This design comes from an exercise in tuning for small area, a short achievable clock period and few clock cycles per item on the open sky130 flow, not from production work. No functional check of the RTL was part of any run shown here.

## flow/design.v (module list and top-level ports; edited modules follow where they fit)
// module mul_schedule_rom: 36 lines
// module fe_mul51_core: 13161 lines
// module bctl: 50 lines
// module hold_mux_low: 3 lines
// module hold_mux1: 3 lines
// module hold_mux: 3 lines
// module rbit: 3 lines
// module go_gate: 3 lines
// module tselq: 5 lines
// module rbitq: 5 lines
// module tsel: 4 lines
// module pg_node: 4 lines
// module csa_fa: 4 lines
// module csa_ha: 4 lines
module fe_mul51_core (
    input  wire         clk,
    input  wire         rst_n,
    input  wire         start,
    input  wire [319:0] a,
    input  wire [319:0] b,
    output reg          ready,
    output wire [319:0] out
);
  // ...
==> flow/flow/run.sh <==
#!/bin/bash
# Own flow: the standard layout (standard.sh: same synthesis, same SDC and
# clock period, same steps), with three optimisation settings changed:
#  - repair_timing keeps a setup slack margin of 15.5 ns, so that it optimises
#    towards a shorter period than the constraint;
#  - the port buffers that the flow inserts on every input and output are
#    sky130_fd_sc_hd__buf_2 instead of the delay cell buffer_ports picks by default;
#  - MATCH_CELL_FOOTPRINT=0 lets the resizer change a cell's size freely.
# Tool output goes to standard.log here and to ORFS's logs under orfs/logs.
set -euo pipefail
export SETUP_SLACK_MARGIN=15.5
export BUFFER_PORTS_ARGS="-buffer_cell sky130_fd_sc_hd__buf_2"
bash standard.sh MATCH_CELL_FOOTPRINT=0 finish > standard.log 2>&1
==> flow/standard.sh <==
#!/bin/bash
# synth_recipe.tcl (not shown) runs the flow's synth.tcl, then flattens the netlist and writes it again
# the make line also repeats each setting of config.mk as NAME=value (left out here)
make -C /OpenROAD-flow-scripts/flow DESIGN_CONFIG=/design/flow/config.mk WORK_HOME=/design/flow/orfs CLKGATE_MAP_FILE= SYNTH_SCRIPT=/design/flow/synth_recipe.tcl "${@:-finish}"
==> flow/config.mk <==
export PLATFORM = sky130hd
export DESIGN_NAME = fe_mul51_core
export DESIGN_NICKNAME = fe_mul51_core
export VERILOG_FILES = /design/flow/design.v
export SDC_FILE = /design/flow/constraint.sdc
export NUM_CORES = 8
export LEC_CHECK = 0
export CAP_MARGIN = 20
export CORE_MARGIN = 2
export CORE_UTILIZATION = 55
export CTS_CLUSTER_DIAMETER = 100
export CTS_CLUSTER_SIZE = 20
export PLACE_DENSITY = 0.65
export SLEW_MARGIN = 20
export SYNTH_HIERARCHICAL = 1
export SYNTH_MINIMUM_KEEP_SIZE = 0
==> flow/constraint.sdc <==
create_clock -name core_clock -period 21.0 [get_ports {clk}]
set_input_delay 4.2000 -clock core_clock [delete_from_list [all_inputs] [get_ports {clk}]]
set_output_delay 4.2000 -clock core_clock [all_outputs]
set_load 0.01 [all_outputs]
==> run notes, run 1 <==
status timing/DRC/antenna clean; die span in x approximately 660 um; CP max stage delay roughly 0.48 ns; drt first pass iters 10; GR Util met2 0.6639; Clock transition at path regs roughly 0.090 ns; dominant delay contributor by cell family on the critical path flip-flops; Multi-In Gates 17870; PortBufs 768; commonest cells after routing, fill and taps aside 4756 x fa_1, 4342 x xnor2_1, 4129 x a22oi_1, 901 x and2_1, 818 x ha_1; nonclk buf count 1483; slowest stage cell on the critical path dfxtp_4; core area between 400000 and 500000 um^2; largest net degree at the start of global routing roughly 190; Post CTS Setup Buffer Count 117; biggest regs S (287), C (286); most common cell after layout, fill and taps aside fa_1; initial core utilization 0.5515; CP startpoint Q[240]; final hold viol count 0; Util after Layout 0.5932; Fill cells 36090; share of cells above drive strength 1 0.1464; sequential share of cell area 0.1089; synthesized area approximately 240000 um^2; Avg Inst Size Synth 10.96 um^2; H-tree depth 3; initial antenna violation count between 70 and 80; Slew headroom 0.1139; Sink Count 1305
==> inputs of run 2 (changes only) <==
--- a/flow/flow/run.sh
+++ b/flow/flow/run.sh
@@ -6,3 +6,3 @@
 #  - the port buffers that the flow inserts on every input and output are
-#    sky130_fd_sc_hd__buf_2 instead of the delay cell buffer_ports picks by default;
+#    sky130_fd_sc_hd__buf_1 instead of the delay cell buffer_ports picks by default;
 #  - MATCH_CELL_FOOTPRINT=0 lets the resizer change a cell's size freely.
@@ -11,3 +11,3 @@
 export SETUP_SLACK_MARGIN=15.5
-export BUFFER_PORTS_ARGS="-buffer_cell sky130_fd_sc_hd__buf_2"
+export BUFFER_PORTS_ARGS="-buffer_cell sky130_fd_sc_hd__buf_1"
 bash standard.sh MATCH_CELL_FOOTPRINT=0 finish > standard.log 2>&1
==> run 2 against run 1 <==
Final cell count grew 0.13%. Maximum frequency shrank 0.44%. Clock skew grew 0.032 ns. Clock-buffer cell count grew 1. Area after synthesis is the same. Core utilization shrank 0.14 points. Highest routed layer unchanged.
==> run notes, run 2 <==
fin crit share 0.2799; Largest register FFs 287; routed vias/inst roughly 7.4; worst endpoint required time between 15 and 20 ns; unrepaired setup endpoints after global routing true; core area 430000 um^2 (unchanged); Syn Inst Count between 20000 and 25000; most flop-heavy register S; Die H between 600 and 700 um; Avg Inst Size Synth 10.96 um^2 (unchanged); status timing/DRC/antenna clean; skew final roughly 0.14 ns; CP max stage delay 0.48 ns (about the same); clock buffer depth 4; GPL Wtd Cong approximately 1; I/O pin count ~960; Arr. time, crit path 1.68 ns; fmax 170.2 MHz; GRT overflow 0; root buffer cell clkbuf_16; drt first pass iters 22 (+12); Clock transition at path regs 0.09 ns (about the same); Fill cells 36120 (+0.086%); die span in x 660.6 um (unchanged); antenna viol nets, final 0; Ys Warns 7; area of the multi-input gates a little over 200000 um^2; H-tree depth 3 (unchanged); setup_tns 0 ns; hpwl dp 708800 um; via count just under 200k; P&R area growth vs syn 7.310%; Iter 0 DRT Violations about 31000; biggest regs S (287), C (286); CTS Buf Count 110; dominant delay contributor by cell family on the critical path flip-flops; initial core utilization 0.5515 (unchanged); Max Cap Viol 0; Final #Nets 27290; vias in the first global route roughly 210k; synthesized area 237100 um^2 (unchanged); max-slew violations 0; Worst Setup Start Kind register; most common cell after layout, fill and taps aside fa_1; Critical Path Sink Type primary output; Die Footprint roughly 440000 um^2; initial antenna violation count 89 (+16%); Clk Latency, worst-skew pair between 1 and 1.5 ns; Slew headroom 0.1353 (+0.02138); Sink Count 1305 (unchanged); share of cells above drive strength 1 0.1241 (-0.02234); routed wire length about 1100000 um; CTS tree yes; DRC 0; Crit Path Category register to primary output; actual slew at the worst max-slew pin about 1.3 ns; hold crit path type register to register; critical path fanouts, max 3; final setup fails 0; slowest stage cell on the critical path dfxtp_4; largest net degree at the start of global routing 190 (-1.0%); commonest cells after routing, fill and taps aside 4737 x fa_1, 4341 x xnor2_1, 4129 x a22oi_1, 899 x and2_1, 811 x ha_1; Site Rows 241; min Tclk post-route ~6 ns; GRT Util Overall 0.4893; final hold viol count 0 (unchanged); Seq. cell area between 20000 and 30000 um^2; DR WL/cell ~41 um; PortBufs 768 (unchanged); Post-CTS Hold Buffers 0; first-pass GRT wire length between 1500000 and 2000000 um; crit-path cells buf_6; crit path buf inv count 1
run 2: worst paths after layout:
check | start | end | slack [ns] | cells after the start
hold / removal | Q[117] | Q[117] | 0.54 | 3
max in group asynchronous | rst_n | ready | 17.06 | 2
setup / recovery | Q[240] | out[292] | 15.12 | 1
min in group asynchronous | rst_n | first[10] | 3.30 | 2
hold reg to reg | Q[117] | Q[117] | 0.54 | 3
setup reg to reg | S[17] | Q[171] | 15.28 | 20
run 2: stage by stage:
step                      instances  worst slack, ns    util  area (um^2)  hold WS, ns
after floorplan               21720            15.39       -       238000       0.5071
after global placement        26300            14.05  0.5626       241900       0.4805
after detailed placement      26300            13.91  0.5627       242000       0.4874
after CTS                     26620            15.11  0.5841       251200       0.5523
after global routing          26780            15.11  0.5915       254300       0.5704
final                         26820            15.12  0.5918       254500       0.5413
run 2: tightest hold or removal path: stages, from the launching register on:
cell and delay [ns]:
dfxtp_2 0.34, nand2_1 0.05, nand2_1 0.07, xnor2_1 0.05
run 2: timing repair:
item,in CTS,in global routing
buffers inserted,119,86
cloned,6,8
endpoints found under the setup margin,625,682
pin swaps,73,106
gates resized for setup,1723,405
run 2: area by class of cell:
class | count | area share
Tap cell | 5710 | 0.02808
Antenna cell | 108 | 0.001062
Multi-Input combinational cell | 17860 | 0.7972
Timing Repair Buffer | 1489 | 0.04707
Inverter | 157 | 0.002345
Clock buffer | 129 | 0.01142
Sequential cell | 1305 | 0.1094
Clock inverter | 65 | 0.003427
run 2: layer usage:
metal | global-route usage | part of all wire | up-vias
li1 | - | - | 71830
met1 | 0.5722 | 0.33 | 99050
met2 | 0.6542 | 0.39 | 20660
met3 | 0.2592 | 0.17 | 5989
met4 | 0.4077 | 0.11 | 62
met5 | 0.02316 | 0.00087 | -

static timing again, ports no longer ideal:
How much do the figures lean on ideal ports? The routed layouts below were timed once more, with nothing changed but the port constraints. Step 1: set_driving_cell puts a clkbuf_16 on clk and a buf_2 on each other input, an assumption about the parent block. Step 2 times the ports against the registers' clock, not the clock port: input delays grow and output delays shrink by t, the midpoint of the rising clock arrivals with the driver on. a / b / c = ideal / step 1 / step 2; a / b = the first two.
run	t (ns)	slack for setup (ns)	worst register clock-pin slew, ns	worst data-port slew with drivers (ns)	pins driven straight from the clock port
run 1	1.114	15.149 / 15.017 / 14.525	0.10 / 0.10	0.17	1
run 2	1.124	15.123 / 14.982 / 14.643	0.10 / 0.10	0.18	1
After both steps every run listed still meets setup and hold. For run 1, which loses most, drivers alone change the setup slack by -0.132 ns; drivers and shift together by -0.624 ns.
